Source: an optimization exercise on an open RTL-to-GDS flow (aim: small area). Production flows keep margins and buffers that such runs may drop. The RTL was checked by simulation tests, not by an equivalence proof against the original design. Power and IR drop assume default switching activity.

===== constraint.sdc =====
create_clock -name core_clock -period 10.0 [get_ports {clk}]
set_input_delay 2.0000 -clock core_clock [delete_from_list [all_inputs] [get_ports {clk}]]
set_output_delay 2.0000 -clock core_clock [all_outputs]
set_load 0.01 [all_outputs]

===== standard.sh =====
#!/bin/bash
# synth_recipe.tcl (not shown) runs the flow's synth.tcl, then flattens the netlist and writes it again
# the make line also repeats each setting of config.mk as NAME=value (left out here)
make -C /OpenROAD-flow-scripts/flow DESIGN_CONFIG=/design/flow/config.mk WORK_HOME=/design/flow/orfs CLKGATE_MAP_FILE= SYNTH_SCRIPT=/design/flow/synth_recipe.tcl "${@:-finish}"

===== flow/run.sh =====
#!/bin/bash
set -euo pipefail
export CTS_ARGS="-sink_clustering_enable -repair_clock_nets -dont_use_dummy_load -sink_clustering_size 32 -sink_clustering_max_diameter 200 -buf_list sky130_fd_sc_hd__clkbuf_8"
bash standard.sh > standard.log 2>&1

===== design.v =====
module uart_frame_top (
  input  logic        clk,
  input  logic        rst,        
  input  logic        key0,       
  input  logic        key1,       
  input  logic        sw0,        
  output logic        uart_tx
);
  logic [3:0] k;       
  logic       h;       
  logic [6:0] f;       
  logic [3:0] bidx;    
  logic       capt;    
  wire k9 = k[3] & k[0];
  wire k0 = (k == 4'd0);
  wire k4 = (k == 4'd4);
  wire cap_end = k9 & (f == 7'd47 || f[6:2] == 5'b01100);
  wire t0      = (f == 7'd47) & ~k[0];
  wire [3:0] tk = {k9 | (&k[2:0]), ~k[3] & (&k[1:0]), k[0] & ~k[3], 1'b1};
  wire [6:0] tf;
  wire [3:0] ti;
  wire       ie = k9 & capt;
  assign tf[0] = k[0];
  assign ti[0] = ie;
  for (genvar i = 1; i < 7; i++) begin : g_tf
    assign tf[i] = tf[i-1] & f[i-1];
  end
  for (genvar i = 1; i < 4; i++) begin : g_ti
    assign ti[i] = ti[i-1] & bidx[i-1];
  end
  wire wf = k[0] & (&f);
  wire wi = ie & (&bidx);
  always_ff @(posedge clk) begin
    if (rst) begin
      k <= 4'd0; h <= 1'b0; f <= 7'd124; bidx <= 4'd7; capt <= 1'b0;
    end else begin
      k    <= k ^ tk;
      h    <= h ^ k9;
      f    <= (f ^ tf) | {2'b0, wf, wf, 1'b0, wf, 1'b0};
      bidx <= (bidx ^ ti) | {1'b0, {3{wi}}};
      if (k9) capt <= cap_end;
    end
  end
  logic [9:0] rt;
  logic       cyt;
  logic       bstep;       
  logic       init;        
  wire [4:0] bv = rt[5:1];
  wire [4:0] cv = {rt[0], rt[9:6]};
  wire tick_ball   = k9 & h & (&bv);
  wire tick_ai     = k9 & h & (&cv);
  wire tick_paddle = tick_ball | (k9 & ~h & (bv == 5'd19));
  wire x_t = init | rt[0];
  wire k_le2 = ~k[3] & ~k[2] & ~(k[1] & k[0]);
  always_ff @(posedge clk) begin
    if (rst)     cyt <= 1'b1;
    else if (k9) cyt <= h;
    else if (k4) cyt <= ~h;
    else         cyt <= cyt & x_t;
  end
  always_ff @(posedge clk)
    rt <= {(bstep & ~k[3] & ~(k[2] & (k[1] | k[0]))) ? k_le2 : (x_t ^ cyt), rt[9:1]};
  logic [9:0] rl;
  logic       rl_d;
  wire lf0 = rl[2];                    
  wire lf1 = rl[3];                    
  wire k_a5 = (k == 4'd1) | (k == 4'd3) | (k == 4'd6) | (k == 4'd8);
  always_ff @(posedge clk) begin
    rl_d <= rl[0];
    rl   <= {init ? k_a5 : (bstep ? (k0 ? (rl[4] ^ rl[5] ^ rl[6] ^ rl[8]) : rl_d) : rl[0]),
             rl[9:1]};
  end
  logic [9:0] rp1, rp2, rbx, rby, rs1, rs2;
  wire [7:0] p1v = rp1[8:1];
  wire [7:0] p2v = rp2[8:1];
  wire [8:0] bxv = rbx[9:1];
  wire [7:0] byv = rby[8:1];
  wire k_7   = (k == 4'd7);
  wire k_200 = k_7 | (k == 4'd3) | (k == 4'd6);
  logic prev_sw;       
  logic relp;          
  logic vxn, vyn;      
  logic hit1, hit2, gt2, lt2;    
  wire play_en = ~sw0;
  wire rel_now = play_en & prev_sw;
  wire rel_any = relp | rel_now;
  wire p1_up = ~key0 && p1v != 8'd206;
  wire p1_dn = ~p1_up && ~key1 && p1v != 8'd0;
  wire p2_up = gt2 && p2v != 8'd206;
  wire p2_dn = ~p2_up && lt2 && p2v != 8'd0;
  wire miss_l = ~relp & vxn & (bxv == 9'd0);
  wire miss_r = ~relp & ~vxn & (bxv == 9'd399);
  wire miss   = miss_l | miss_r;
  wire bounce = ~relp & (vyn ? (byv == 8'd0) : (byv == 8'd255));
  wire h1     = ~relp & vxn & (bxv == 9'd26) & hit1;
  wire h2     = ~relp & ~vxn & (bxv >= 9'd373) & hit2;
  wire tbe    = tick_ball & play_en & ~rel_now;
  wire pad_go = tick_paddle & play_en & (p1_up | p1_dn);
  wire ai_go  = tick_ai & play_en & lf0 & lf1 & (p2_up | p2_dn);
  always_ff @(posedge clk) begin
    if (rst) begin
      prev_sw <= 1'b1;
      relp    <= 1'b0;
      vxn     <= 1'b0;
      vyn     <= 1'b0;
    end else begin
      prev_sw <= sw0;
      relp    <= ~k9 & rel_any;
      if (k9) begin
        if (rel_now) begin
          vxn <= 1'b0;
          vyn <= ~lf0;
        end else if (tbe & miss) begin
          vxn <= miss_r;
          vyn <= ~lf0;
        end else begin
          if (relp) begin
            vxn <= 1'b0;
            vyn <= ~lf0;
          end
          if (tbe & bounce) vyn <= ~vyn;
          if (tbe & h1) vxn <= 1'b0;
          if (tbe & h2) vxn <= 1'b1;
        end
      end
    end
  end
  logic ballc, sclr;           
  logic bxdir, p1dir, p2dir;
  logic cy_p1, cy_p2, cy_bx, cy_by, cy_s1, cy_s2;
  always_ff @(posedge clk) begin
    if (rst) begin
      init  <= 1'b1;
      bstep <= 1'b1;
    end else if (k9) begin
      init  <= 1'b0;
      bstep <= tick_ball;
    end
  end
  always_ff @(posedge clk) begin
    if (k9) begin
      ballc <= rel_any | (tbe & miss);
      sclr  <= rel_any;
      bxdir <= ~relp & vxn;
      p1dir <= ~p1_up;
      p2dir <= ~p2_up;
    end
  end
  wire src_p = init;
  wire src_b = init | ballc;
  wire src_s = init | sclr;
  wire x_p1 = src_p ? k_7   : rp1[0];
  wire x_p2 = src_p ? k_7   : rp2[0];
  wire x_bx = src_b ? k_200 : rbx[0];
  wire x_by = src_b ? k_7   : rby[0];
  wire x_s1 = ~src_s & rs1[0];
  wire x_s2 = ~src_s & rs2[0];
  always_ff @(posedge clk) begin
    if (rst) begin
      cy_p1 <= 1'b0; cy_p2 <= 1'b0; cy_bx <= 1'b0;
      cy_by <= 1'b0; cy_s1 <= 1'b0; cy_s2 <= 1'b0;
    end else if (k9) begin
      cy_p1 <= pad_go;
      cy_p2 <= ai_go;
      cy_bx <= tbe & ~miss;
      cy_by <= tbe & ~miss & ~bounce;
      cy_s1 <= tbe & miss_r;
      cy_s2 <= tbe & miss_l;
    end else begin
      cy_p1 <= cy_p1 & (x_p1 ^ p1dir);
      cy_p2 <= cy_p2 & (x_p2 ^ p2dir);
      cy_bx <= cy_bx & (x_bx ^ bxdir);
      cy_by <= cy_by & (x_by ^ vyn);
      cy_s1 <= cy_s1 & x_s1;
      cy_s2 <= cy_s2 & x_s2;
    end
  end
  wire o_p1 = x_p1 ^ cy_p1;
  wire o_p2 = x_p2 ^ cy_p2;
  wire o_by = x_by ^ cy_by;
  always_ff @(posedge clk) begin
    rp1 <= {o_p1, rp1[9:1]};
    rp2 <= {o_p2, rp2[9:1]};
    rbx <= {x_bx ^ cy_bx, rbx[9:1]};
    rby <= {o_by, rby[9:1]};
    rs1 <= {x_s1 ^ cy_s1, rs1[9:1]};
    rs2 <= {x_s2 ^ cy_s2, rs2[9:1]};
  end
  logic bw1, lt50a, bw2, lt50b, lt25, gt25;
  wire dd1  = o_by ^ o_p1 ^ bw1;
  wire dd2  = o_by ^ o_p2 ^ bw2;
  wire k_50 = (k == 4'd1) | (k == 4'd4) | (k == 4'd5);
  wire k_25 = k0 | (k == 4'd3) | k4;
  always_ff @(posedge clk) begin
    if (k9) begin
      bw1 <= 1'b0; lt50a <= 1'b0; bw2 <= 1'b0; lt50b <= 1'b0; lt25 <= 1'b0; gt25 <= 1'b0;
    end else if (~k[3]) begin
      bw1   <= (~o_by & o_p1) | (~(o_by ^ o_p1) & bw1);
      bw2   <= (~o_by & o_p2) | (~(o_by ^ o_p2) & bw2);
      lt50a <= k_50 ? (~dd1 | lt50a) : (~dd1 & lt50a);
      lt50b <= k_50 ? (~dd2 | lt50b) : (~dd2 & lt50b);
      lt25  <= k_25 ? (~dd2 | lt25) : (~dd2 & lt25);
      gt25  <= k_25 ? (dd2 & gt25) : (dd2 | gt25);
    end
  end
  assign hit1 = ~bw1 & lt50a;
  assign hit2 = ~bw2 & lt50b;
  assign gt2  = relp ? (p2v < 8'd103) : (~bw2 & gt25);
  assign lt2  = relp ? (p2v > 8'd103) : (bw2 | lt25);
  logic ovr;
  always_ff @(posedge clk)
    if (t0) ovr <= relp;
  logic stream;
  always_comb begin
    case (bidx)
      4'd7:    stream = k[0];                           
      4'd8:    stream = rp1[0];
      4'd9:    stream = rp2[0];
      4'd10:   stream = ~ovr & k0 & rbx[8];             
      4'd11:   stream = ovr ? k_200 : rbx[0];
      4'd12:   stream = 1'b0;                           
      4'd13:   stream = ovr ? k_7 : rby[0];
      4'd14:   stream = ~ovr & rs1[0];
      default: stream = ~ovr & rs2[0];
    endcase
  end
  logic [7:0] hold;
  wire hold_sh = (capt & ~k[3]) | (f[6] & (&f[2:0]) & k[0]);
  always_ff @(posedge clk) begin
    if (rst)          hold[0] <= 1'b1;
    else if (hold_sh) hold[0] <= hold[1];
  end
  always_ff @(posedge clk)
    if (hold_sh) hold[7:1] <= {stream, hold[7:2]};
  assign uart_tx = f[6] ? hold[0] : ~(&f[5:3]);
endmodule

===== config.mk =====
export PLATFORM = sky130hd
export DESIGN_NAME = uart_frame_top
export DESIGN_NICKNAME = uart_frame_top
export VERILOG_FILES = /design/flow/design.v
export SDC_FILE = /design/flow/constraint.sdc
export NUM_CORES = 4
export LEC_CHECK = 0
export CAP_MARGIN = 20
export CORE_MARGIN = 2
export CORE_UTILIZATION = 40
export CTS_BUF_LIST = sky130_fd_sc_hd__clkbuf_4
export SLEW_MARGIN = 20

==> metrics.md, run 1 <==
| Metric | Value |
|---|---|
| Die width | 110 um |
| Final slew viol count | 0 |
| Total gr overflow | 0 |
| CTS tree | yes |
| Clock transition at the registers of the reported paths | ~70 ps |
| Total CTS buffers | 17 |
| Critical Path, Cell by Cell | nand3_1, nor2_1, a21oi_1, clkdlybuf4s50_1 |
| Latest clock arrival within the worst-skew pair | 430 ps |
| Synth top area share | 0.529 |
| Area delta synth->final | 9.45% |
| GPL Wtd Cong | 0.797 |
| Core area | 10900 um2 |
| Synth top cells by count | dfxtp_1 (118), nor2_1 (32), a21oi_1 (21) |
| DPL Wire Length | 5.57 mm |
| Switch share | 0.225 |
| Min Hold Slack | 309 ps |
| Final worst slack | about 6400 ps |
| Initial Util | 0.410 |
| Final hold violation count | 0 |
| Min Tclk post-route | 3570 ps |
| Area of the multi-input gates | 1610 um2 |
| FF-to-FF path depth | 7 |
| Sinks on Clock Net | between 100 and 150 |
| Ys flop type | dfxtp_1 |
| Synth Area in XOR/XNOR | 0.0275 |
| Post-Synth Simple-Gate Area | 0.170 |
| Ports | 6 |
| Synthesized area | 4460 um2 |
| Max-cap violations | 0 |
| Post-CTS resize count | 0 |
| Worst Hold End | rs1[3] |
| Number of synthesized flops with an enable pin | 13 |
| Max Root-Sink Buffers | 2 |
| Full die area | 12000 um2 |
| # placed instances | ~530 |
| 1st-iter DRT viols | approximately 190 |
| Antenna Cells | 0 |
| Internal power | 0.000727 W |
| Cells after Synth | between 300 and 400 |
| Hold path start | rs1[4] |
| Part of the power in the clock network | 0.333 |
| Synth unique cells | 61 |
| Area contributors post-synth | dfxtp_1 (53%), edfxtp_1 (8.7%), ha_1 (3.9%), nor2_1 (2.7%), xnor2_1 (2.6%) |
| Die span in y | 110 um |
| Worst Max-Slew Pin Slew | 840 ps |
| Tot GR Track Use | 0.151 |
| DRT Pass-1 Iters | 5 |
| Hold Crit Class | reg -> reg |
| Layout cells sized above 1 | 0.0864 |
| Postcts setup bufs | 0 |
| Final Net Count | 428 |
| Routed WL per cell | 14.5 um |
| Largest net degree at the start of global routing | 31 |
| Fillers | roughly 990 |
| Synthesized area per cell | about 11 um2 |
| CP Max Fanout | 4 |
| Crit Path Class | reg -> out |
| Setup-failing EPs final | 0 |
| Antenna violations before repair | 0 |
| Hold Crit Depth | 0 |
| CP Data Required Time | 8000 ps |
| CP Data Arrival Time | 1570 ps |
| R2r startpoint | k[3] |
| Worst r2r dst | cy_by |
| Largest area contributor in the netlist | dfxtp_1 |
| Fraction of registers with async set/reset | 0 |
| Yosys reg bits | ~130 |
| Clk root buf | clkbuf_8 |
| Vias in the first global route | 2674 |
| Final worst-path cycle share | 0.357 |
| Largest family of logic cells by synthesized area | simple AND/OR/NAND/NOR gates |
| Leakage | 1.83 nW |
| Hold buffers post-CTS | 0 |
| CP endpoint kind | output port |
| First-pass GRT wire length | around 13 mm |
| NetSw | 0.000211 W |
| Remaining DRCs | 0 |
| Total power | 0.000938 W |
| Post-synthesis mux area share | 0.0168 |
| Post-synthesis sequential area ratio | 0.617 |
| Post-synthesis compound-gate area fraction | 0.0992 |
| Syn nets | approximately 410 |
| Outcome | timing/DRC/antenna clean |
| Pwr Density | 192 nW/um2 |
| Seq pwr share | 0.613 |
| Worst path max stage delay | 540 ps |
| Pre-CTS setup slack | between 6000 and 7000 ps |
| Max Clock Skew | between 20 and 30 ps |
| Critical path's slowest cell | clkdlybuf4s50_1 |
| Antenna Nets Post-Route | 0 |
| # rows | 38 |
| Critical path launch point type | flop |
| Count of buffers from port buffering | 5 |
| FF/Latch Area | 2750 um2 |
| DR vias/cell | 5.18 |
| Unrepaired setup endpoints after global routing | false |
| Syn. warnings | 1 |
| Adder-Cell Fraction of Synth Area | 0.0482 |
| Fin cells | about 550 |
| Most frequent cell after synthesis | dfxtp_1 |
| Fmax | 280 MHz |
| Combinational share of power | 0.055 |
| Setup TNS | 0 ps |
| Routed via count | about 2800 |
| Detailed Route WL | 7.91 mm |
| Maximum vdd drop | 0.0833 mV |
| # H-tree levels | 4 |
| Slew headroom | 0.439 |
| Internal reg-to-reg setup slack | 6570 ps |
-- per-stage QoR --
stage,cell area [um2],utilization
after floorplan,4460,-
after CTS,4890,0.449
after detailed placement,4650,0.427
after global placement,4650,0.427
final,4890,0.449
after global routing,4890,0.449
-- routing by layer --
layer | wire [um] | up-vias | part of all wire | track usage
met5 | 0 | - | 0 | 0
met4 | 180 | 0 | 0.023 | 0.0850
met3 | 374 | 14 | 0.047 | 0.0628
met2 | 3530 | 61 | 0.45 | 0.214
met1 | 3820 | 1326 | 0.48 | 0.194
li1 | - | 1422 | - | -
-- placed cells by master (no fill, tap or decap), types with 5 or more instances in the layout --
master / count
a21oi_1: 21
nand3_1: 8
o21ai_0: 10
ha_1: 14
or2_2: 6
nor3_1: 12
xnor2_1: 13
clkdlybuf4s50_1: 5
edfxtp_1: 13
nand2b_1: 10
nor4_1: 6
dfxtp_1: 118
nand4_1: 7
nor2_1: 32
clkbuf_8: 17
nand2_1: 19
and3_1: 7
o22ai_1: 6
nor3b_1: 5
inv_1: 14
-- flip-flops by register name (all words and copies together), names as in the netlist, 4 cells and up --
register / count
rbx: 10
rp1: 10
rby: 10
rp2: 10
rs2: 10
rt: 10
rs1: 10
f: 7
hold: 8
rl: 10
bidx: 4
k: 4
-- cell families (layout without fill, tap and decap cells) --
logic type | count (synthesis) | after routing
compound gates | 65 | 65
xor+xnor | 14 | 14
fa+ha+maj | 16 | 16
buf+inv | 25 | 37
flops | 131 | 131
mux | 6 | 6
simple gates | 136 | 136
-- power groups by stage --
stage	Clock [W]	Combinational [W]	Sequential (W)
3_3_place_gp	0	0.0000494	0.000586
3_5_place_dp	0	0.0000513	0.000586
6_report	0.000312	0.0000513	0.000575
2_1_floorplan	0	0.0000427	0.000577
4_1_cts	0.000325	0.0000514	0.000575
5_1_grt	0.000345	0.0000588	0.000578
-- final cells by class --
type                       instances  area share
sequential                       131       0.563
clock buffer                      17      0.0479
multi-input combinational        237       0.330
timing repair buffer               6      0.0118
tap                              140      0.0359
inverter                          14      0.0108
-- critical path, delay by kind of cell (launching register included) --
family          cells  cell delay, ps
compound gates      1             110
buf+inv             1             540
flops               1             340
simple gates        2             170
-- how the worst max path moves through the flow --
| stage | start | to | cells after the start |
|---|---|---|---|
| floorplan | sw0 | vyn | 5 |
| finish | f[5] | uart_tx | 4 |
| global route | k[3] | cy_by | 7 |
| global placement | sw0 | vyn | 6 |
| CTS | f[4] | uart_tx | 4 |
| detailed placement | sw0 | vyn | 6 |
==> inputs of run 2 (changes only) <==
==> flow/run.sh (replaced) <==
#!/bin/bash
set -euo pipefail
export CTS_ARGS="-sink_clustering_enable -repair_clock_nets -dont_use_dummy_load -sink_buffer_max_cap_derate 0.05 -buf_list sky130_fd_sc_hd__clkbuf_4"
bash standard.sh > standard.log 2>&1
==> run 2 against run 1 <==
- critical endpoint unchanged
- critical path type unchanged
- total power shrank 9.0%
- critical path depth is the same
- sequential share of layout area grew 1.3 points
- sequential cell count is the same
- largest cell class unchanged
==> metrics.md, run 2 <==
| Metric | Value |
|---|---|
| CP Data Required Time | 8000 ps (about the same) |
| Latest clock arrival within the worst-skew pair | 510 ps (+80 ps) |
| Hold Crit Depth | 0 (unchanged) |
| Full die area | 12000 um2 (unchanged) |
| Hold buffers post-CTS | 0 (unchanged) |
| Crit Path Class | reg -> out |
| Adder-Cell Fraction of Synth Area | 0.0482 (unchanged) |
| Post-Synth Simple-Gate Area | 0.170 (unchanged) |
| Pwr Density | 179 nW/um2 (-7.0%) |
| Min Tclk post-route | 3670 ps (+92.5 ps) |
| DRT Pass-1 Iters | 4 (-1) |
| Final slew viol count | 0 (unchanged) |
| Synthesized area per cell | 11.4 um2 (unchanged) |
| Max Root-Sink Buffers | 2 (unchanged) |
| Largest area contributor in the netlist | dfxtp_1 |
| Post-synthesis compound-gate area fraction | 0.0992 (unchanged) |
| Worst Max-Slew Pin Slew | 841 ps (+0.910 ps) |
| Internal reg-to-reg setup slack | 6590 ps (+20 ps) |
| Unrepaired setup endpoints after global routing | false |
| Ports | 6 (unchanged) |
| CP endpoint kind | output port |
| Die width | 110 um (unchanged) |
| Postcts setup bufs | 0 (unchanged) |
| Total power | 0.000853 W (-9.0%) |
| Largest family of logic cells by synthesized area | simple AND/OR/NAND/NOR gates |
| Initial Util | 0.410 (unchanged) |
| Most common cell after layout, fill and taps aside | dfxtp_1 |
| Hold Crit Class | reg -> reg |
| Largest net degree at the start of global routing | 31 (unchanged) |
| Vias in the first global route | 2680 (+0.22%) |
| Antenna Cells | 0 (unchanged) |
| Total CTS buffers | 17 (unchanged) |
| Cells after Synth | 393 (unchanged) |
| First-pass GRT wire length | 13.1 mm (-0.63%) |
| Maximum vdd drop | 0.0818 mV (-1.9%) |
| Remaining DRCs | 0 (unchanged) |
| Setup-failing EPs final | 0 (unchanged) |
| # rows | 38 (unchanged) |
| Total gr overflow | 0 (unchanged) |
| Most frequent cell after synthesis | dfxtp_1 |
| Synthesized area | 4460 um2 (unchanged) |
| Tot GR Track Use | 0.149 (-0.00176) |
| Yosys reg bits | 131 (unchanged) |
| Min Hold Slack | 299 ps (-9.75 ps) |
| Number of synthesized flops with an enable pin | 13 (unchanged) |
| Layout cells sized above 1 | 0.0864 (unchanged) |
| Area delta synth->final | 7.06% |
| Ys flop type | dfxtp_1 |
| Routed via count | 2836 (+0.46%) |
| Max Clock Skew | 35.6 ps (+10.3 ps) |
| Synth Area in XOR/XNOR | 0.0275 (unchanged) |
| FF-to-FF path depth | 7 (unchanged) |
| Slew headroom | 0.438 (-0.000608) |
| Die span in y | 110 um (unchanged) |
| GPL Wtd Cong | 0.797 (unchanged) |
| Core area | 10900 um2 (unchanged) |
| 1st-iter DRT viols | 175 (-5.9%) |
| Final Net Count | 428 (unchanged) |
| Fmax | 273 MHz (-2.5%) |
| Post-synthesis sequential area ratio | 0.617 (unchanged) |
| Final worst-path cycle share | 0.367 (+0.00925) |
| Max-cap violations | 0 (unchanged) |
| DPL Wire Length | 5.57 mm (unchanged) |
| Count of buffers from port buffering | 5 (unchanged) |
| CTS tree | yes |
| Final hold violation count | 0 (unchanged) |
| Fraction of registers with async set/reset | 0 (unchanged) |
| Synth top cells by count | dfxtp_1 (118), nor2_1 (32), a21oi_1 (21) |
| Outcome | timing/DRC/antenna clean |
| Clock transition at the registers of the reported paths | 110 ps (+40 ps) |
| # H-tree levels | 4 (unchanged) |
| Antenna violations before repair | 0 (unchanged) |
| Synth unique cells | 61 (unchanged) |
| CP Max Fanout | 4 (unchanged) |
| Detailed Route WL | 7.90 mm (-0.15%) |
| Syn. warnings | 1 (unchanged) |
| Sinks on Clock Net | 131 (unchanged) |
| CP Data Arrival Time | 1670 ps (+100 ps) |
| Synth top area share | 0.529 (unchanged) |
| Post-CTS resize count | 0 (unchanged) |
| Routed WL per cell | 14.5 um (-0.15%) |
| Most frequent cells in the layout | dfxtp_1 (118), nor2_1 (32), a21oi_1 (21), nand2_1 (19), clkbuf_4 (17) |
| DR vias/cell | 5.20 (+0.46%) |
| Fillers | 1010 (+1.7%) |
| Clk root buf | clkbuf_4 |
| Critical path launch point type | flop |
| Area contributors post-synth | dfxtp_1 (53%), edfxtp_1 (8.7%), ha_1 (3.9%), nor2_1 (2.7%), xnor2_1 (2.6%) |
| Post-synthesis mux area share | 0.0168 (unchanged) |
| Syn nets | 414 (unchanged) |
| Setup TNS | 0 ps (unchanged) |
| Leakage | 1.79 nW (-2.4%) |
| Antenna Nets Post-Route | 0 (unchanged) |
[run 2: cell counts after synthesis]
Identical to the previous run, type by type.
[run 2: layer usage]
| layer | vias to the layer above | GRT usage | routed length, um |
|---|---|---|---|
| met2 | 53 | 0.211 | 3510 |
| met4 | 0 | 0.0832 | 201 |
| li1 | 1429 | - | - |
| met1 | 1340 | 0.193 | 3800 |
| met3 | 14 | 0.0611 | 389 |
| met5 | - | 0 | 0 |
[run 2: stage by stage]
stage / cell area, um2 / cells / worst slack [ps] / util
after detailed placement: 4650 / 528 / 6160 / 0.427
final: 4780 / 545 / 6330 / 0.439
after CTS: 4780 / 545 / 6280 / 0.439
after global placement: 4650 / 528 / 6230 / 0.427
after floorplan: 4460 / 393 / 7000 / -
after global routing: 4780 / 545 / 6160 / 0.439
[run 2: cell type report]
class	instances	area (um2)	area share
clock buffer	17	128	0.0267
sequential	131	2750	0.576
timing repair buffer	6	57.6	0.0120
tap	140	175	0.0366
multi-input combinational	237	1610	0.338
inverter	14	52.6	0.0110
[run 2: critical path: stages, from the launching register on]
cell and delay (ps):
dfxtp_1 340, nand3_1 130, nor2_1 60, a21oi_1 110, clkdlybuf4s50_1 540
[run 2: cells by family (layout without fill, tap and decap cells)]
logic type	count (synthesis)	in the layout
multiplexers	6	6
adder cells (fa/ha/maj)	16	16
AO/OA/AOI/OAI	65	65
buffers and inverters	25	37
flip-flops	131	131
XOR/XNOR	14	14
AND/OR/NAND/NOR	136	136
[run 2: final timing paths]
path          start  endpoint
min reg2reg  rs1[4]    rs1[3]
max            f[5]   uart_tx
min          rs1[4]    rs1[3]
max reg2reg    k[3]       vyn
[run 2: power by group]
part,switching (W),internal (W),total (W)
combinational,0.0000261,0.0000253,0.0000514
sequential,0.0000222,0.000552,0.000574
clock,0.000150,0.0000776,0.000228
==> inputs of run 3 (changes only) <==
==> flow/run.sh (replaced) <==
#!/bin/bash
set -euo pipefail
export CTS_ARGS="-sink_clustering_enable -repair_clock_nets -dont_use_dummy_load -sink_buffer_max_cap_derate 1.0 -buf_list sky130_fd_sc_hd__clkbuf_4"
bash standard.sh > standard.log 2>&1
==> run 3 against run 2 <==
- first-iteration DRC count unchanged
- clock power is essentially flat
- sequential cell count unchanged
- via count is the same
- synthesized area did not move
- total power unchanged
- setup slack did not move
- highest routed layer unchanged
==> metrics.md, run 3 <==
| Metric | Value |
|---|---|
| Final slew viol count | 0 (unchanged) |
| Number of synthesized flops with an enable pin | 13 (unchanged) |
| First-pass GRT wire length | 13.1 mm (unchanged) |
| Layout cells sized above 1 | 0.0864 (unchanged) |
| Synth unique cells | 61 (unchanged) |
| Post-CTS resize count | 0 (unchanged) |
| DR vias/cell | 5.20 (unchanged) |
| Antenna Nets Post-Route | 0 (unchanged) |
| Vias in the first global route | 2680 (unchanged) |
| Area delta synth->final | 7.06% (unchanged) |
| Die width | 110 um (unchanged) |
| Crit Path Class | reg -> out |
| Clk root buf | clkbuf_4 |
| Pwr Density | 179 nW/um2 (unchanged) |
| Remaining DRCs | 0 (unchanged) |
| CP endpoint kind | output port |
| Clock transition at the registers of the reported paths | 110 ps (about the same) |
| CP Data Required Time | 8000 ps (about the same) |
| Outcome | timing/DRC/antenna clean |
| Max Clock Skew | 35.6 ps (unchanged) |
| Total CTS buffers | 17 (unchanged) |
| Max Root-Sink Buffers | 2 (unchanged) |
| Largest area contributor in the netlist | dfxtp_1 |
| Syn nets | 414 (unchanged) |
| Slew headroom | 0.438 (unchanged) |
| Routed wl met2 | 3.51 mm (unchanged) |
| Leakage | 1.79 nW (unchanged) |
| Setup TNS | 0 ps (unchanged) |
| Critical path launch point type | flop |
| # rows | 38 (unchanged) |
| Sinks on Clock Net | 131 (unchanged) |
| Top Metal Used | met4 |
| Total gr overflow | 0 (unchanged) |
| Synth top area share | 0.529 (unchanged) |
| Routed via count | 2836 (unchanged) |
| GPL Wtd Cong | 0.797 (unchanged) |
| Ports | 6 (unchanged) |
| DPL Wire Length | 5.57 mm (unchanged) |
| Min Tclk post-route | 3670 ps (unchanged) |
| Antenna violations before repair | 0 (unchanged) |
| Maximum vdd drop | 0.0818 mV (unchanged) |
| Final design utilization | 0.439 (unchanged) |
| Syn. warnings | 1 (unchanged) |
| Setup-failing EPs final | 0 (unchanged) |
| Hold buffers post-CTS | 0 (unchanged) |
| Yosys reg bits | 131 (unchanged) |
| Core area | 10900 um2 (unchanged) |
| Routed WL per cell | 14.5 um (unchanged) |
| Total power | 0.000853 W (unchanged) |
| Max-cap violations | 0 (unchanged) |
| DRT Pass-1 Iters | 4 (unchanged) |
| Final worst slack | 6330 ps (unchanged) |
| Most frequent cells in the layout | dfxtp_1 (118), nor2_1 (32), a21oi_1 (21), nand2_1 (19), clkbuf_4 (17) |
| Most frequent cell after synthesis | dfxtp_1 |
| Critical Path, Cell by Cell | nand3_1, nor2_1, a21oi_1, clkdlybuf4s50_1 |
| # placed instances | 528 (unchanged) |
| Synthesized area per cell | 11.4 um2 (unchanged) |
| Final hold violation count | 0 (unchanged) |
| Full die area | 12000 um2 (unchanged) |
| 1st-iter DRT viols | 175 (unchanged) |
| Synth top cells by count | dfxtp_1 (118), nor2_1 (32), a21oi_1 (21) |
| Die span in y | 110 um (unchanged) |
| Pre-CTS setup slack | 6160 ps (unchanged) |
| Final Net Count | 428 (unchanged) |
| Initial Util | 0.410 (unchanged) |
| Area contributors post-synth | dfxtp_1 (53%), edfxtp_1 (8.7%), ha_1 (3.9%), nor2_1 (2.7%), xnor2_1 (2.6%) |
| Fraction of registers with async set/reset | 0 (unchanged) |
| Fin cells | 545 (unchanged) |
| Tot GR Track Use | 0.149 (unchanged) |
| Fillers | 1010 (unchanged) |
| Post-synthesis sequential area ratio | 0.617 (unchanged) |
| Hold Crit Class | reg -> reg |
| Postcts setup bufs | 0 (unchanged) |
| Most common cell after layout, fill and taps aside | dfxtp_1 |
| Largest net degree at the start of global routing | 31 (unchanged) |
| Latest clock arrival within the worst-skew pair | 510 ps (about the same) |
| CP Data Arrival Time | 1670 ps (about the same) |
| CTS tree | yes |
| Ys flop type | dfxtp_1 |
| CP Max Fanout | 4 (unchanged) |
| WL met1 | 3.80 mm (unchanged) |
| Worst path max stage delay | 540 ps (about the same) |
| Antenna Cells | 0 (unchanged) |
| Final worst-path cycle share | 0.367 (unchanged) |
| Worst Max-Slew Pin Slew | 841 ps (unchanged) |
| Critical path's slowest cell | clkdlybuf4s50_1 |
| Cells after Synth | 393 (unchanged) |
| Detailed Route WL | 7.90 mm (unchanged) |
| Met3 wire length | 389 um (unchanged) |
| Count of buffers from port buffering | 5 (unchanged) |
| Synthesized area | 4460 um2 (unchanged) |
| # H-tree levels | 4 (unchanged) |
| Unrepaired setup endpoints after global routing | false |
| Fmax | 273 MHz (unchanged) |
run 3: cell counts in the layout (fill, tap and decap cells not counted):
No cell type changed its count.
run 3: per-stage QoR:
stage	area, um2	hold slack [ps]
2_1_floorplan	4460	310
3_3_place_gp	4650	310
3_5_place_dp	4650	312
4_1_cts	4780	304
5_1_grt	4780	297
6_report	4780	299
run 3: cell type report:
cell class | instances | area [um2] | share of cell area
clock buffers | 17 | 128 | 0.0267
well taps | 140 | 175 | 0.0366
repair buffers | 6 | 57.6 | 0.0120
flip-flops and latches | 131 | 2750 | 0.576
multi-input cells | 237 | 1610 | 0.338
inverters | 14 | 52.6 | 0.0110
run 3: final timing paths:
| check | startpoint | to | slack [ps] | depth (start not counted) |
|---|---|---|---|---|
| worst max-delay path | f[5] | uart_tx | 6330 | 4 |
| worst min-delay path | rs1[4] | rs1[3] | 300 | 0 |
| worst max register to register | k[3] | vyn | 6590 | 7 |
| worst min register to register | rs1[4] | rs1[3] | 300 | 0 |
run 3: where the power goes:
group	total [W]	switching [W]	internal (W)
registers	0.000574	0.0000222	0.000552
logic	0.0000514	0.0000261	0.0000253
clock network	0.000228	0.000150	0.0000776
run 3: layer usage:
metal,track usage,up-vias
met5,0,-
met2,0.211,53
met3,0.0611,14
met1,0.193,1340
li1,-,1429
met4,0.0832,0
run 3: worst max-delay path, delay by kind of cell, from the launching register on:
family	cells	cell delay, ps
flip-flops	1	340
AND/OR/NAND/NOR	2	190
AO/OA/AOI/OAI	1	110
buffers and inverters	1	540
run 3: logic make-up after synthesis:
group,count (synthesis),synth area share
muxes,6,0.0168
AOI/OAI and AO/OA,65,0.0992
xor gates and xnor gates,14,0.0275
DFF,131,0.617
buffers and inverters,25,0.0219
and+or+nand+nor,136,0.170
adders and majority gates,16,0.0482
==> inputs of run 4 (changes only) <==
==> flow/run.sh (replaced) <==
#!/bin/bash
set -euo pipefail
export CTS_ARGS="-sink_clustering_enable -repair_clock_nets -dont_use_dummy_load -buf_list sky130_fd_sc_hd__clkbuf_4"
export BUFFER_PORTS_ARGS="-buffer_cell sky130_fd_sc_hd__buf_1"
bash standard.sh > standard.log 2>&1
==> run 4 against run 3 <==
- sequential share of layout area up 0.38 points
- synthesized cell count unchanged
- still clean on timing, DRC and antenna
- die area unchanged
- non-clock buffer count unchanged
- sequential power about the same
- largest power group unchanged
- total power about the same
==> metrics.md, run 4 <==
| Metric | Value |
|---|---|
| Outcome | timing/DRC/antenna clean |
| 1st-iter DRT viols | 231 (+32%) |
| Sinks on Clock Net | 131 (unchanged) |
| Pre-CTS setup slack | 6530 ps (+377 ps) |
| Max-cap violations | 0 (unchanged) |
| Layout cells sized above 1 | 0.0864 (unchanged) |
| Ports | 6 (unchanged) |
| Max Clock Skew | 42.3 ps (+6.71 ps) |
| Tot GR Track Use | 0.154 (+0.00419) |
| Delay-heaviest family, CP | simple AND/OR/NAND/NOR gates |
| Area contributors post-synth | dfxtp_1 (53%), edfxtp_1 (8.7%), ha_1 (3.9%), nor2_1 (2.7%), xnor2_1 (2.6%) |
| GPL Wtd Cong | 0.820 (+2.9%) |
| Cells after Synth | 393 (unchanged) |
| Hold path start | rs2[2] |
| Setup-failing EPs final | 0 (unchanged) |
| Hold Crit Class | reg -> reg |
| Syn nets | 414 (unchanged) |
| CTS tree | yes |
| Leakage | 1.77 nW (-0.79%) |
| Yosys reg bits | 131 (unchanged) |
| Total power | 0.000853 W (about the same) |
| Unrepaired setup endpoints after global routing | false |
| Worst Max-Slew Pin Slew | 752 ps (-89.5 ps) |
| Dpl cell area | 4620 um2 (-0.67%) |
| Post-route cell area | 4750 um2 (-0.65%) |
| Latest clock arrival within the worst-skew pair | 500 ps (about the same) |
| Area delta synth->final | 6.36% |
| Fraction of registers with async set/reset | 0 (unchanged) |
| FF-to-FF path depth | 7 (unchanged) |
| DR vias/cell | 5.12 (-1.7%) |
| Die span in y | 110 um (unchanged) |
| Final slew viol count | 0 (unchanged) |
| CP Data Arrival Time | 3730 ps (+2060 ps) |
| Final worst-path cycle share | 0.336 (-0.0306) |
| Total gr overflow | 0 (unchanged) |
| DRT Pass-1 Iters | 4 (unchanged) |
| Synth unique cells | 61 (unchanged) |
| Routed via count | 2789 (-1.7%) |
| Detailed Route WL | 7.90 mm (about the same) |
| First-pass GRT wire length | 13.6 mm (+3.3%) |
| Full die area | 12000 um2 (unchanged) |
| Setup TNS | 0 ps (unchanged) |
| Post-CTS resize count | 0 (unchanged) |
| Final worst slack | 6640 ps (+306 ps) |
| Most common cell after layout, fill and taps aside | dfxtp_1 |
| # H-tree levels | 4 (unchanged) |
| Min Tclk post-route | 3360 ps (-306 ps) |
| Buf+Inv Stages, Crit Path | 1 (unchanged) |
| Worst Hold End | rs2[1] |
| Slew headroom | 0.495 (+0.0571) |
| Core area | 10900 um2 (unchanged) |
| Max Root-Sink Buffers | 2 (unchanged) |
| Clock transition at the registers of the reported paths | 90 ps (-20 ps) |
| DPL Wire Length | 5.56 mm (-0.17%) |
| # rows | 38 (unchanged) |
| Critical path launch point type | flop |
| Count of buffers from port buffering | 5 (unchanged) |
| Critical Path, Cell by Cell | nand2_1, inv_1, ha_1, nand4_2, nor4_1, nand2_1, a22o_1 |
| Synthesized area per cell | 11.4 um2 (unchanged) |
| Fillers | 1023 (+1.3%) |
| Pwr Density | 180 nW/um2 (+0.59%) |
| Largest area contributor in the netlist | dfxtp_1 |
| Syn. warnings | 1 (unchanged) |
| Final hold violation count | 0 (unchanged) |
| Final Net Count | 428 (unchanged) |
| Vias in the first global route | 2715 (+1.3%) |
| CP Max Fanout | 24 (+20) |
| Synth top cells by count | dfxtp_1 (118), nor2_1 (32), a21oi_1 (21) |
| Maximum vdd drop | 0.0897 mV (+9.7%) |
| Most numerous cell on the critical path | nand2_1 |
| Synthesized area | 4460 um2 (unchanged) |
| Die width | 110 um (unchanged) |
| Worst r2r dst | vyn |
| Fmax | 298 MHz (+9.1%) |
| Remaining DRCs | 0 (unchanged) |
| Critical path's slowest cell | dfxtp_1 |
| Antenna Nets Post-Route | 0 (unchanged) |
| Routed WL per cell | 14.5 um (about the same) |
| Synth top area share | 0.529 (unchanged) |
| CP Data Required Time | 10370 ps (+2370 ps) |
| Hold Crit Depth | 0 (unchanged) |
| Number of synthesized flops with an enable pin | 13 (unchanged) |
| Hold buffers post-CTS | 0 (unchanged) |
| CP endpoint kind | flop |
| Largest net degree at the start of global routing | 31 (unchanged) |
| Antenna violations before repair | 0 (unchanged) |
| Post-synthesis sequential area ratio | 0.617 (unchanged) |
| R2r startpoint | k[3] |
| Postcts setup bufs | 0 (unchanged) |
| Crit Path Class | reg -> reg |
| Most frequent cells in the layout | dfxtp_1 (118), nor2_1 (32), a21oi_1 (21), nand2_1 (19), clkbuf_4 (17) |
| Initial Util | 0.410 (unchanged) |
| Total CTS buffers | 17 (unchanged) |
| Most frequent cell after synthesis | dfxtp_1 |
| Clk root buf | clkbuf_4 |
| Antenna Cells | 0 (unchanged) |
| Internal reg-to-reg setup slack | 6640 ps (+50 ps) |
| Ys flop type | dfxtp_1 |
| Worst path max stage delay | 820 ps (+280 ps) |
run 4: cell counts after synthesis:
No cell type changed its count.
run 4: report_power, final:
group	total, W	internal (W)	switching (W)
registers	0.000575	0.000552	0.0000229
logic	0.0000502	0.0000243	0.0000258
clock network	0.000228	0.0000778	0.000150
run 4: stage by stage:
stage	instances	hold WS (ps)	util
finish	545	328	0.436
global route	545	338	0.436
CTS	545	332	0.436
detailed placement	528	312	0.424
global placement	528	310	0.424
floorplan	393	310	-
run 4: layer usage:
layer | part of all wire | vias up | global-route usage | wire, um
met4 | 0.0091 | 0 | 0.0651 | 72
met2 | 0.46 | 55 | 0.231 | 3620
met3 | 0.045 | 6 | 0.0545 | 357
li1 | - | 1416 | - | -
met5 | 0 | - | 0 | 0
met1 | 0.49 | 1312 | 0.200 | 3850
run 4: worst max path at each step:
stage                         end  from  depth (start not counted)  slack (ps)
final                         vyn  k[3]                          7        6640
after global routing        cy_by  k[3]                          7        6190
after CTS                 uart_tx  f[6]                          3        6670
after detailed placement      vyn   sw0                          6        6530
after global placement        vyn   sw0                          6        6620
after floorplan               vyn   sw0                          5        7000
run 4: logic make-up after synthesis:
| group | after synthesis | synth area share |
|---|---|---|
| AND/OR/NAND/NOR | 136 | 0.170 |
| multiplexers | 6 | 0.0168 |
| buffers and inverters | 25 | 0.0219 |
| adder cells (fa/ha/maj) | 16 | 0.0482 |
| AO/OA/AOI/OAI | 65 | 0.0992 |
| flip-flops | 131 | 0.617 |
| XOR/XNOR | 14 | 0.0275 |
run 4: final cells by class:
type	instances	area, um2	share of cell area
clock buffer	17	128	0.0269
inverter	14	52.6	0.0111
multi-input combinational	237	1610	0.340
sequential	131	2750	0.580
tap	140	175	0.0369
timing repair buffer	6	26.3	0.00553
run 4: worst reg2reg max path: cells and delay by family, from the launching register on:
family,cells,cell delay (ps)
flip-flops,1,820
adder cells (fa/ha/maj),1,270
AND/OR/NAND/NOR,4,1480
AO/OA/AOI/OAI,1,260
buffers and inverters,1,440
==> inputs of run 5 (changes only) <==
==> flow/run.sh (replaced) <==
#!/bin/bash
set -euo pipefail
export CTS_ARGS="-sink_clustering_enable -repair_clock_nets -dont_use_dummy_load -buf_list sky130_fd_sc_hd__clkbuf_4"
export BUFFER_PORTS_ARGS="-buffer_cell sky130_fd_sc_hd__buf_1"
export RECOVER_POWER=100
bash standard.sh > standard.log 2>&1
==> run 5 against run 4 <==
- synthesized cell count unchanged
- clock power about the same
- sequential power about the same
- setup slack improved by 41 ps
- clock skew increased by 2.9 ps
- total power about the same
- first-iteration DRC count decreased by 15%
- non-clock buffer count unchanged
- combinational power decreased by 3%
- fmax increased by 1.2%
- register-to-register slack improved by 40 ps
- highest routed layer unchanged
==> metrics.md, run 5 <==
| Metric | Value |
|---|---|
| Setup TNS | 0 ps (unchanged) |
| Total power | 0.000852 W (about the same) |
| CP Data Required Time | 10420 ps (+50 ps) |
| Fillers | 1029 (+0.59%) |
| Initial Util | 0.410 (unchanged) |
| Final Net Count | 428 (unchanged) |
| 1st-iter DRT viols | 197 (-15%) |
| Antenna Nets Post-Route | 0 (unchanged) |
| Syn. warnings | 1 (unchanged) |
| Max-cap violations | 0 (unchanged) |
| Min Tclk post-route | 3320 ps (-40.8 ps) |
| Leakage | 1.75 nW (-1.5%) |
| Area contributors post-synth | dfxtp_1 (53%), edfxtp_1 (8.7%), ha_1 (3.9%), nor2_1 (2.7%), xnor2_1 (2.6%) |
| Die span in y | 110 um (unchanged) |
| Most frequent cell after synthesis | dfxtp_1 |
| Number of synthesized flops with an enable pin | 13 (unchanged) |
| Vias in the first global route | 2715 (unchanged) |
| Pre-CTS setup slack | 6530 ps (unchanged) |
| Synthesized area | 4460 um2 (unchanged) |
| Full die area | 12000 um2 (unchanged) |
| Most common cell after layout, fill and taps aside | dfxtp_1 |
| Worst Max-Slew Pin Slew | 1360 ps (+605 ps) |
| DR vias/cell | 5.10 (-0.43%) |
| Min Hold Slack | 325 ps (-3.23 ps) |
| Syn nets | 414 (unchanged) |
| Cells after Synth | 393 (unchanged) |
| Setup-failing EPs final | 0 (unchanged) |
| Crit Path Class | in -> reg |
| DRT Pass-1 Iters | 5 (+1) |
| Final worst-path cycle share | 0.332 (-0.00408) |
| Yosys reg bits | 131 (unchanged) |
| Slew headroom | 0.0955 (-0.400) |
| Final worst slack | 6680 ps (+40.8 ps) |
| Synthesized area per cell | 11.4 um2 (unchanged) |
| Clk root buf | clkbuf_4 |
| Count of buffers from port buffering | 5 (unchanged) |
| Synth top area share | 0.529 (unchanged) |
| # H-tree levels | 4 (unchanged) |
| Postcts setup bufs | 0 (unchanged) |
| Largest area contributor in the netlist | dfxtp_1 |
| Max Clock Skew | 45.2 ps (+2.93 ps) |
| Hold Crit Class | reg -> reg |
| Most frequent cells in the layout | dfxtp_1 (118), nor2_1 (32), a21oi_1 (21), nand2_1 (19), clkbuf_4 (17) |
| Hold buffers post-CTS | 0 (unchanged) |
| Maximum vdd drop | 0.0901 mV (+0.47%) |
| CP Max Fanout | 30 (+25%) |
| Antenna violations before repair | 0 (unchanged) |
| CTS tree | yes |
| CP Data Arrival Time | 3740 ps (about the same) |
| Clock transition at the registers of the reported paths | 120 ps (+30 ps) |
| Total CTS buffers | 17 (unchanged) |
| Largest net degree at the start of global routing | 31 (unchanged) |
| Final hold violation count | 0 (unchanged) |
| Fraction of registers with async set/reset | 0 (unchanged) |
| Post-synthesis sequential area ratio | 0.617 (unchanged) |
| Synth unique cells | 61 (unchanged) |
| Area delta synth->final | 5.52% |
| Outcome | timing/DRC/antenna clean |
| Detailed Route WL | 7.95 mm (+0.65%) |
| Unrepaired setup endpoints after global routing | false |
| Routed WL per cell | 14.6 um (+0.65%) |
| Critical path launch point type | input pin |
| Ys flop type | dfxtp_1 |
| First-pass GRT wire length | 13.6 mm (unchanged) |
| Sinks on Clock Net | 131 (unchanged) |
| Latest clock arrival within the worst-skew pair | 510 ps (about the same) |
| Routed via count | 2777 (-0.43%) |
| Fmax | 301 MHz (+1.2%) |
| Ports | 6 (unchanged) |
| CP endpoint kind | flop |
| Pwr Density | 181 nW/um2 (+0.73%) |
| Antenna Cells | 0 (unchanged) |
| Max Root-Sink Buffers | 2 (unchanged) |
| GPL Wtd Cong | 0.820 (unchanged) |
| Final slew viol count | 0 (unchanged) |
| DPL Wire Length | 5.56 mm (unchanged) |
| Layout cells sized above 1 | 0.0741 (-0.0123) |
| Tot GR Track Use | 0.154 (unchanged) |
| Total gr overflow | 0 (unchanged) |
| Core area | 10900 um2 (unchanged) |
| # rows | 38 (unchanged) |
| Remaining DRCs | 0 (unchanged) |
| Post-CTS resize count | 0 (unchanged) |
| Synth top cells by count | dfxtp_1 (118), nor2_1 (32), a21oi_1 (21) |
| Die width | 110 um (unchanged) |
## run 5: per-layer routing
layer / track usage / wire length, um / vias up
li1: - / - / 1415
met1: 0.200 / 3970 / 1312
met2: 0.231 / 3620 / 45
met3: 0.0545 / 293 / 5
met4: 0.0651 / 73 / 0
met5: 0 / 0 / -
## run 5: final timing paths
path | depth (start not counted) | slack, ps | to | startpoint
hold reg to reg | 0 | 320 | rs1[1] | rs1[2]
setup / recovery | 5 | 6680 | cy_p2 | rst
hold / removal | 0 | 320 | rs1[1] | rs1[2]
setup reg to reg | 7 | 6680 | vyn | k[3]
## run 5: final cells by class
cell class / instances / area [um2] / share of cell area
well taps: 140 / 175 / 0.0372
multi-input cells: 237 / 1580 / 0.335
flip-flops and latches: 131 / 2750 / 0.584
clock buffers: 17 / 128 / 0.0271
repair buffers: 6 / 22.5 / 0.00478
inverters: 14 / 52.6 / 0.0112
## run 5: stage by stage
step           instances  instance area, um2  utilization
6_report             545                4710        0.433
3_5_place_dp         528                4620        0.424
4_1_cts              545                4750        0.436
3_3_place_gp         528                4620        0.424
2_1_floorplan        393                4460            -
5_1_grt              545                4710        0.433
## run 5: worst max-delay path: stages
cell	delay, ps
buf_1	70
clkbuf_1	520
or3_1	590
a2111oi_0	390
a31o_2	170
## run 5: kinds of logic (layout without fill, tap and decap cells)
family | count (synthesis) | in the layout | share of synthesized area
buffers and inverters | 25 | 37 | 0.0219
xor gates and xnor gates | 14 | 14 | 0.0275
AOI/OAI and AO/OA | 65 | 65 | 0.0992
adders and majority gates | 16 | 16 | 0.0482
muxes | 6 | 6 | 0.0168
and+or+nand+nor | 136 | 136 | 0.170
DFF | 131 | 131 | 0.617
## run 5: power breakdown
group	internal [W]	switching, W
Sequential	0.000552	0.0000225
Clock	0.0000778	0.000151
Combinational	0.0000234	0.0000255
Total	0.000653	0.000199
==> inputs of run 6 (changes only) <==
--- a/config.mk
+++ b/config.mk
@@ -8,5 +8,5 @@
 export CAP_MARGIN = 20
 export CORE_MARGIN = 2
-export CORE_UTILIZATION = 40
+export CORE_UTILIZATION = 60
 export CTS_BUF_LIST = sky130_fd_sc_hd__clkbuf_4
 export SLEW_MARGIN = 20
==> run 6 against run 5 <==
- via count is 0.14% lower
- combinational power increased by 2%
- critical path depth up 2
- fmax shrank 0.32%
- die area decreased by 32%
- still clean
- synthesized cell count unchanged
- critical path type is now reg -> reg
- setup slack worse by 11 ps
- total power grew 0.38%
- count of clock-buffer cells in the layout stayed put
==> metrics.md, run 6 <==
| Metric | Value |
|---|---|
| CP Data Required Time | 10400 ps (-20 ps) |
| Max-cap violations | 0 (unchanged) |
| DR vias/cell | 5.50 (+8.0%) |
| Layout cells sized above 1 | 0.0790 (+0.00494) |
| CP Data Arrival Time | 3730 ps (about the same) |
| Clk root buf | clkbuf_4 |
| Clock transition at the registers of the reported paths | 90 ps (-30 ps) |
| Maximum vdd drop | 0.149 mV (+65%) |
| Sinks on Clock Net | 131 (unchanged) |
| Slew headroom | 0.0877 (-0.00784) |
| Delay-heaviest family, CP | simple AND/OR/NAND/NOR gates |
| Max Root-Sink Buffers | 2 (unchanged) |
| Final Net Count | 428 (unchanged) |
| Core area | 7210 um2 (-34%) |
| Most numerous cell on the critical path | nand2_1 |
| Critical path's slowest cell | dfxtp_1 |
| Post-CTS resize count | 0 (unchanged) |
| # placed instances | 487 (-7.8%) |
| Area of the multi-input gates | 1600 um2 (+1.3%) |
| CTS tree | yes |
| Antenna violations before repair | 0 (unchanged) |
| Most frequent cell after synthesis | dfxtp_1 |
| GPL Wtd Cong | 0.817 (-0.43%) |
| Count of buffers from port buffering | 5 (unchanged) |
| CP Max Fanout | 24 (-20%) |
| Fin cells | 504 (-7.5%) |
| Postcts setup bufs | 0 (unchanged) |
| DRT Pass-1 Iters | 4 (-1) |
| Fillers | 593 (-42%) |
| FF/Latch Area | 2750 um2 (unchanged) |
| Leakage | 1.76 nW (+0.54%) |
| Critical Path, Cell by Cell | nand2_1, inv_1, ha_1, nand4_1, nor4_1, nand2_1, o31ai_1 |
| Hold buffers post-CTS | 0 (unchanged) |
| Crit Path Class | reg -> reg |
| Die width | 90.3 um (-18%) |
| Number of synthesized flops with an enable pin | 13 (unchanged) |
| Largest area contributor in the netlist | dfxtp_1 |
| Tot GR Track Use | 0.216 (+0.0625) |
| Final slew viol count | 0 (unchanged) |
| Syn nets | 414 (unchanged) |
| Total CTS buffers | 17 (unchanged) |
| Min Tclk post-route | 3330 ps (+10.6 ps) |
| First-pass GRT wire length | 13.5 mm (-0.41%) |
| Outcome | timing/DRC/antenna clean |
| Post-synthesis sequential area ratio | 0.617 (unchanged) |
| Final hold violation count | 0 (unchanged) |
| Max Clock Skew | 43.0 ps (-2.15 ps) |
| # rows | 31 (-18%) |
| Antenna Cells | 0 (unchanged) |
| Initial Util | 0.619 (+0.209) |
| Synth unique cells | 61 (unchanged) |
| Routed via count | 2773 (-0.14%) |
| Setup TNS | 0 ps (unchanged) |
| Full die area | 8150 um2 (-32%) |
| Final worst-path cycle share | 0.333 (+0.00106) |
| Cells after Synth | 393 (unchanged) |
| Yosys reg bits | 131 (unchanged) |
| Most common cell after layout, fill and taps aside | dfxtp_1 |
| # H-tree levels | 4 (unchanged) |
| Critical path launch point type | flop |
| Total power | 0.000856 W (+0.38%) |
| Most frequent cells in the layout | dfxtp_1 (118), nor2_1 (32), a21oi_1 (21), nand2_1 (19), clkbuf_4 (17) |
| Unrepaired setup endpoints after global routing | false |
| Synth top area share | 0.529 (unchanged) |
| Setup-failing EPs final | 0 (unchanged) |
| Worst path max stage delay | 780 ps (+190 ps) |
| Synth top cells by count | dfxtp_1 (118), nor2_1 (32), a21oi_1 (21) |
| Die span in y | 90.3 um (-18%) |
| Syn. warnings | 1 (unchanged) |
| Remaining DRCs | 0 (unchanged) |
| Worst Max-Slew Pin Slew | 1370 ps (+11.8 ps) |
| Hold Crit Class | reg -> reg |
| Ys flop type | dfxtp_1 |
| Routed WL per cell | 16.0 um (+10%) |
| Pwr Density | 183 nW/um2 (+1.0%) |
| Synthesized area | 4460 um2 (unchanged) |
| Fraction of registers with async set/reset | 0 (unchanged) |
| Buf+Inv Stages, Crit Path | 1 (-1) |
| 1st-iter DRT viols | 172 (-13%) |
| CP endpoint kind | flop |
| Latest clock arrival within the worst-skew pair | 520 ps (about the same) |
| Total gr overflow | 0 (unchanged) |
| Synthesized area per cell | 11.4 um2 (unchanged) |
| Vias in the first global route | 2756 (+1.5%) |
| Largest net degree at the start of global routing | 31 (unchanged) |
| Area contributors post-synth | dfxtp_1 (53%), edfxtp_1 (8.7%), ha_1 (3.9%), nor2_1 (2.7%), xnor2_1 (2.6%) |
| DPL Wire Length | 5.68 mm (+2.1%) |
| Ports | 6 (unchanged) |
| Antenna Nets Post-Route | 0 (unchanged) |
| Fmax | 300 MHz (-0.32%) |
| Detailed Route WL | 8.09 mm (+1.7%) |
| Area delta synth->final | 4.82% |
==> run 6: cell counts after synthesis <==
No cell type changed its count.
==> run 6: worst paths after layout <==
kind	to	startpoint	slack (ps)	depth (start not counted)
max	cy_by	k[3]	6670	7
min	rs2[5]	rs2[6]	310	0
max reg2reg	cy_by	k[3]	6670	7
min reg2reg	rs2[5]	rs2[6]	310	0
==> run 6: where the power goes <==
part	leakage (nW)	internal [W]	total [W]	switching, W
Combinational	0.602	0.0000238	0.0000498	0.0000260
Clock	0.0782	0.0000777	0.000229	0.000152
Sequential	1.08	0.000552	0.000577	0.0000247
Total	1.76	0.000653	0.000856	0.000202
==> run 6: logic make-up after synthesis <==
| family | count (synthesis) | share of synthesized area |
|---|---|---|
| buf+inv | 25 | 0.0219 |
| simple gates | 136 | 0.170 |
| mux | 6 | 0.0168 |
| compound gates | 65 | 0.0992 |
| flops | 131 | 0.617 |
| fa+ha+maj | 16 | 0.0482 |
| xor+xnor | 14 | 0.0275 |
==> run 6: metal layers <==
| metal | vias to the layer above | track usage | routed length (um) |
|---|---|---|---|
| li1 | 1416 | - | - |
| met1 | 1298 | 0.285 | 3910 |
| met2 | 50 | 0.340 | 3720 |
| met3 | 9 | 0.0601 | 320 |
| met4 | 0 | 0.0846 | 136 |
| met5 | - | 0 | 0 |
==> run 6: metrics by stage <==
step / hold slack (ps) / setup slack (ps) / utilization / instance area (um2)
floorplan: 310 / 7000 / - / 4460
global placement: 309 / 6610 / 0.633 / 4570
detailed placement: 312 / 6550 / 0.633 / 4570
CTS: 312 / 6680 / 0.651 / 4700
global route: 332 / 6220 / 0.649 / 4680
finish: 314 / 6670 / 0.649 / 4680
==> run 6: final cells by class <==
cell class,instances,area share
timing repair buffer,6,0.00481
multi-input combinational,237,0.342
tap,99,0.0265
inverter,14,0.0112
clock buffer,17,0.0273
sequential,131,0.588
==> inputs of run 7 (changes only) <==
--- a/config.mk
+++ b/config.mk
@@ -8,5 +8,5 @@
 export CAP_MARGIN = 20
 export CORE_MARGIN = 2
-export CORE_UTILIZATION = 60
+export CORE_UTILIZATION = 75
 export CTS_BUF_LIST = sky130_fd_sc_hd__clkbuf_4
 export SLEW_MARGIN = 20
==> run 7 against run 6 <==
- still clean
- critical path depth unchanged
- register-to-register slack about the same
- clock skew down 5.0 ps
- sequential power about the same
- via count up 4.0%
- clock power about the same
- count of clock-buffer cells in the layout unchanged
- total power down 0.40%
- die area down 19%
- non-clock buffer count unchanged
- fmax about the same
- critical path type unchanged
==> metrics.md, run 7 <==
| Metric | Value |
|---|---|
| Die width | 81.2 um (-10%) |
| DRT Pass-1 Iters | 4 (unchanged) |
| Synthesized area | 4460 um2 (unchanged) |
| Max-cap violations | 0 (unchanged) |
| Setup TNS | 0 ps (unchanged) |
| Detailed Route WL | 8.25 mm (+2.0%) |
| Synth unique cells | 61 (unchanged) |
| # rows | 28 (-9.7%) |
| Initial Util | 0.763 (+0.144) |
| Critical path launch point type | flop |
| Post-synthesis sequential area ratio | 0.617 (unchanged) |
| CP Data Arrival Time | 3740 ps (about the same) |
| Worst Max-Slew Pin Slew | 1320 ps (-51.0 ps) |
| Seq pwr share | 0.675 (about the same) |
| Internal power | 0.000653 W (about the same) |
| Number of synthesized flops with an enable pin | 13 (unchanged) |
| Sinks on Clock Net | 131 (unchanged) |
| GPL Wtd Cong | 0.844 (+3.3%) |
| CP Data Required Time | 10410 ps (about the same) |
| Routing usage on met1 | 0.336 (+0.0511) |
| Final Net Count | 428 (unchanged) |
| Ys flop type | dfxtp_1 |
| Maximum vdd drop | 0.143 mV (-3.4%) |
| Adder-Cell Fraction of Synth Area | 0.0482 (unchanged) |
| Area delta synth->final | 3.73% |
| Met3 usage | 0.0944 (+0.0343) |
| # H-tree levels | 4 (unchanged) |
| Hold Crit Class | reg -> reg |
| Post-synthesis mux area share | 0.0168 (unchanged) |
| Pwr Density | 184 nW/um2 (+0.65%) |
| Ports | 6 (unchanged) |
| Final hold violation count | 0 (unchanged) |
| Core area | 5850 um2 (-19%) |
| Die span in y | 81.2 um (-10%) |
| Final design utilization | 0.791 (+0.143) |
| NetSw | 0.000199 W (-1.6%) |
| CP Max Fanout | 24 (unchanged) |
| Outcome | timing/DRC/antenna clean |
| DPL Wire Length | 5.96 mm (+4.9%) |
| Layout cells sized above 1 | 0.0765 (-0.00247) |
| Postcts setup bufs | 0 (unchanged) |
| Crit Path Class | reg -> reg |
| Routed WL per cell | 17.2 um (+7.1%) |
| Synth Area in XOR/XNOR | 0.0275 (unchanged) |
| Remaining DRCs | 0 (unchanged) |
| Leakage | 1.75 nW (-0.57%) |
| Post-CTS resize count | 0 (unchanged) |
| Vias in the first global route | 2915 (+5.8%) |
| Largest area contributor in the netlist | dfxtp_1 |
| Fmax | 300 MHz (about the same) |
| Unrepaired setup endpoints after global routing | false |
| CP endpoint kind | flop |
| 1st-iter DRT viols | 250 (+45%) |
| Routed via count | 2885 (+4.0%) |
| CTS tree | yes |
| Final slew viol count | 0 (unchanged) |
| Slew headroom | 0.122 (+0.0340) |
| Full die area | 6590 um2 (-19%) |
| Switch share | 0.234 (-0.00278) |
| Most frequent cell after synthesis | dfxtp_1 |
| Yosys reg bits | 131 (unchanged) |
| Min Hold Slack | 307 ps (-6.73 ps) |
| Syn. warnings | 1 (unchanged) |
| Most Used Layer, Global Route | met2 |
| Synthesized area per cell | 11.4 um2 (unchanged) |
| Synth top cells by count | dfxtp_1 (118), nor2_1 (32), a21oi_1 (21) |
| Antenna Nets Post-Route | 0 (unchanged) |
| Largest family of logic cells by synthesized area | simple AND/OR/NAND/NOR gates |
| Hold Crit Depth | 0 (unchanged) |
| FF-to-FF path depth | 7 (unchanged) |
| Clock transition at the registers of the reported paths | 110 ps (+20 ps) |
| Part of the power in the clock network | 0.265 (-0.003) |
| Syn nets | 414 (unchanged) |
| Combinational share of power | 0.060 (+0.002) |
| Most frequent cells in the layout | dfxtp_1 (118), nor2_1 (32), a21oi_1 (21), nand2_1 (19), clkbuf_4 (17) |
| Largest net degree at the start of global routing | 31 (unchanged) |
| Met2 Resource Use GR | 0.473 (+0.133) |
| Latest clock arrival within the worst-skew pair | 510 ps (about the same) |
| Hold buffers post-CTS | 0 (unchanged) |
| Antenna Cells | 0 (unchanged) |
| Total gr overflow | 0 (unchanged) |
| Min Tclk post-route | 3330 ps (-0.780 ps) |
| Final worst-path cycle share | 0.333 (about the same) |
| Max Root-Sink Buffers | 2 (unchanged) |
| DR vias/cell | 6.01 (+9.2%) |
| First-pass GRT wire length | 13.7 mm (+1.4%) |
| Cells after Synth | 393 (unchanged) |
| Max Clock Skew | 38.0 ps (-5.04 ps) |
| Post-synthesis compound-gate area fraction | 0.0992 (unchanged) |
| Fraction of registers with async set/reset | 0 (unchanged) |
| Tot GR Track Use | 0.287 (+0.0705) |
| Synth top area share | 0.529 (unchanged) |
| Area contributors post-synth | dfxtp_1 (53%), edfxtp_1 (8.7%), ha_1 (3.9%), nor2_1 (2.7%), xnor2_1 (2.6%) |
| Post-Synth Simple-Gate Area | 0.170 (unchanged) |
| Clk root buf | clkbuf_4 |
| Total CTS buffers | 17 (unchanged) |
| Most common cell after layout, fill and taps aside | dfxtp_1 |
| Antenna violations before repair | 0 (unchanged) |
| Setup-failing EPs final | 0 (unchanged) |
| Count of buffers from port buffering | 5 (unchanged) |
-- run 7: cell count changes in the layout (fill, tap and decap cells not counted) --
cell     previous run  this run
o41ai_1             0         1
o41ai_4             1         0
-- run 7: layout make-up --
type                            instances  area (um2)
Multi-Input combinational cell        237        1580
Tap cell                               75        93.8
Timing Repair Buffer                    6        22.5
Inverter                               14        52.6
Sequential cell                       131        2750
Fill cell                             363        1220
Clock buffer                           17         128
-- run 7: kinds of logic (layout without fill, tap and decap cells) --
logic type / Yosys count / in the layout
adder cells (fa/ha/maj): 16 / 16
flip-flops: 131 / 131
AND/OR/NAND/NOR: 136 / 136
XOR/XNOR: 14 / 14
multiplexers: 6 / 6
buffers and inverters: 25 / 37
AO/OA/AOI/OAI: 65 / 65
-- run 7: critical path: stages (launching register included) --
cell and delay (ps):
dfxtp_1 790, nand2_1 530, inv_1 440, ha_1 240, nand4_1 230, nor4_1 630, nand2_1 160, o31ai_1 240
-- run 7: power by group through the flow --
stage	logic, W	clock network, W	registers, W
4_1_cts	0.0000521	0.000232	0.000576
3_3_place_gp	0.0000488	0	0.000586
5_1_grt	0.0000586	0.000251	0.000579
3_5_place_dp	0.0000518	0	0.000587
2_1_floorplan	0.0000427	0	0.000577
6_report	0.0000510	0.000226	0.000576
-- run 7: stage by stage --
stage          std cells  total power, W  instance area, um2  setup WS (ps)
4_1_cts              480        0.000860                4670           6690
3_3_place_gp         463        0.000635                4540           6630
6_report             480        0.000852                4630           6670
3_5_place_dp         463        0.000639                4540           6520
2_1_floorplan        393        0.000619                4460           7000
5_1_grt              480        0.000889                4630           6310
-- run 7: worst paths after layout --
kind / start / end / slack [ps]
hold / removal: rp2[9] / rp2[8] / 310
hold reg to reg: rp2[9] / rp2[8] / 310
setup reg to reg: k[3] / cy_by / 6670
setup / recovery: k[3] / cy_by / 6670
-- run 7: per-layer routing --
layer	share of wire	up-vias
met3	0.053	32
li1	-	1422
met2	0.48	68
met4	0.036	0
met5	0	-
met1	0.43	1363

## re-timing with driven ports
How much do the figures lean on ideal ports? The routed layouts below were timed once more, with nothing changed but the port constraints.
Step 1: set_driving_cell puts a clkbuf_16 on clk and a buf_2 on each other input, an assumption about the parent block.
Step 2 times the ports against the registers' clock, not the clock port: input delays grow and output delays shrink by t, the midpoint of the rising clock arrivals with the driver on.
Slacks: ideal / step 1 / step 2; pairs: ideal / step 1.
| run | t (ns) | setup WS [ns] | slew at the worst register clock pin (ns) | pins driven straight from the clock port |
|---|---|---|---|---|
| run 1 | 0.453 | 6.426 / 6.394 / 6.163 | 0.07 / 0.07 | 1 |
| run 2 | 0.528 | 6.333 / 6.303 / 6.161 | 0.11 / 0.11 | 1 |
| run 3 | 0.528 | 6.333 / 6.303 / 6.161 | 0.11 / 0.11 | 1 |
| run 4 | 0.508 | 6.639 / 6.639 / 6.522 | 0.12 / 0.12 | 1 |
| run 5 | 0.516 | 6.680 / 6.683 / 6.173 | 0.12 / 0.12 | 1 |
| run 6 | 0.524 | 6.670 / 6.670 / 6.200 | 0.12 / 0.12 | 1 |
| run 7 | 0.522 | 6.670 / 6.670 / 6.230 | 0.11 / 0.11 | 1 |
After both steps setup and hold are still met in every run listed. For run 5, which loses most, drivers alone change the setup slack by +0.003 ns; drivers and shift together by -0.507 ns.
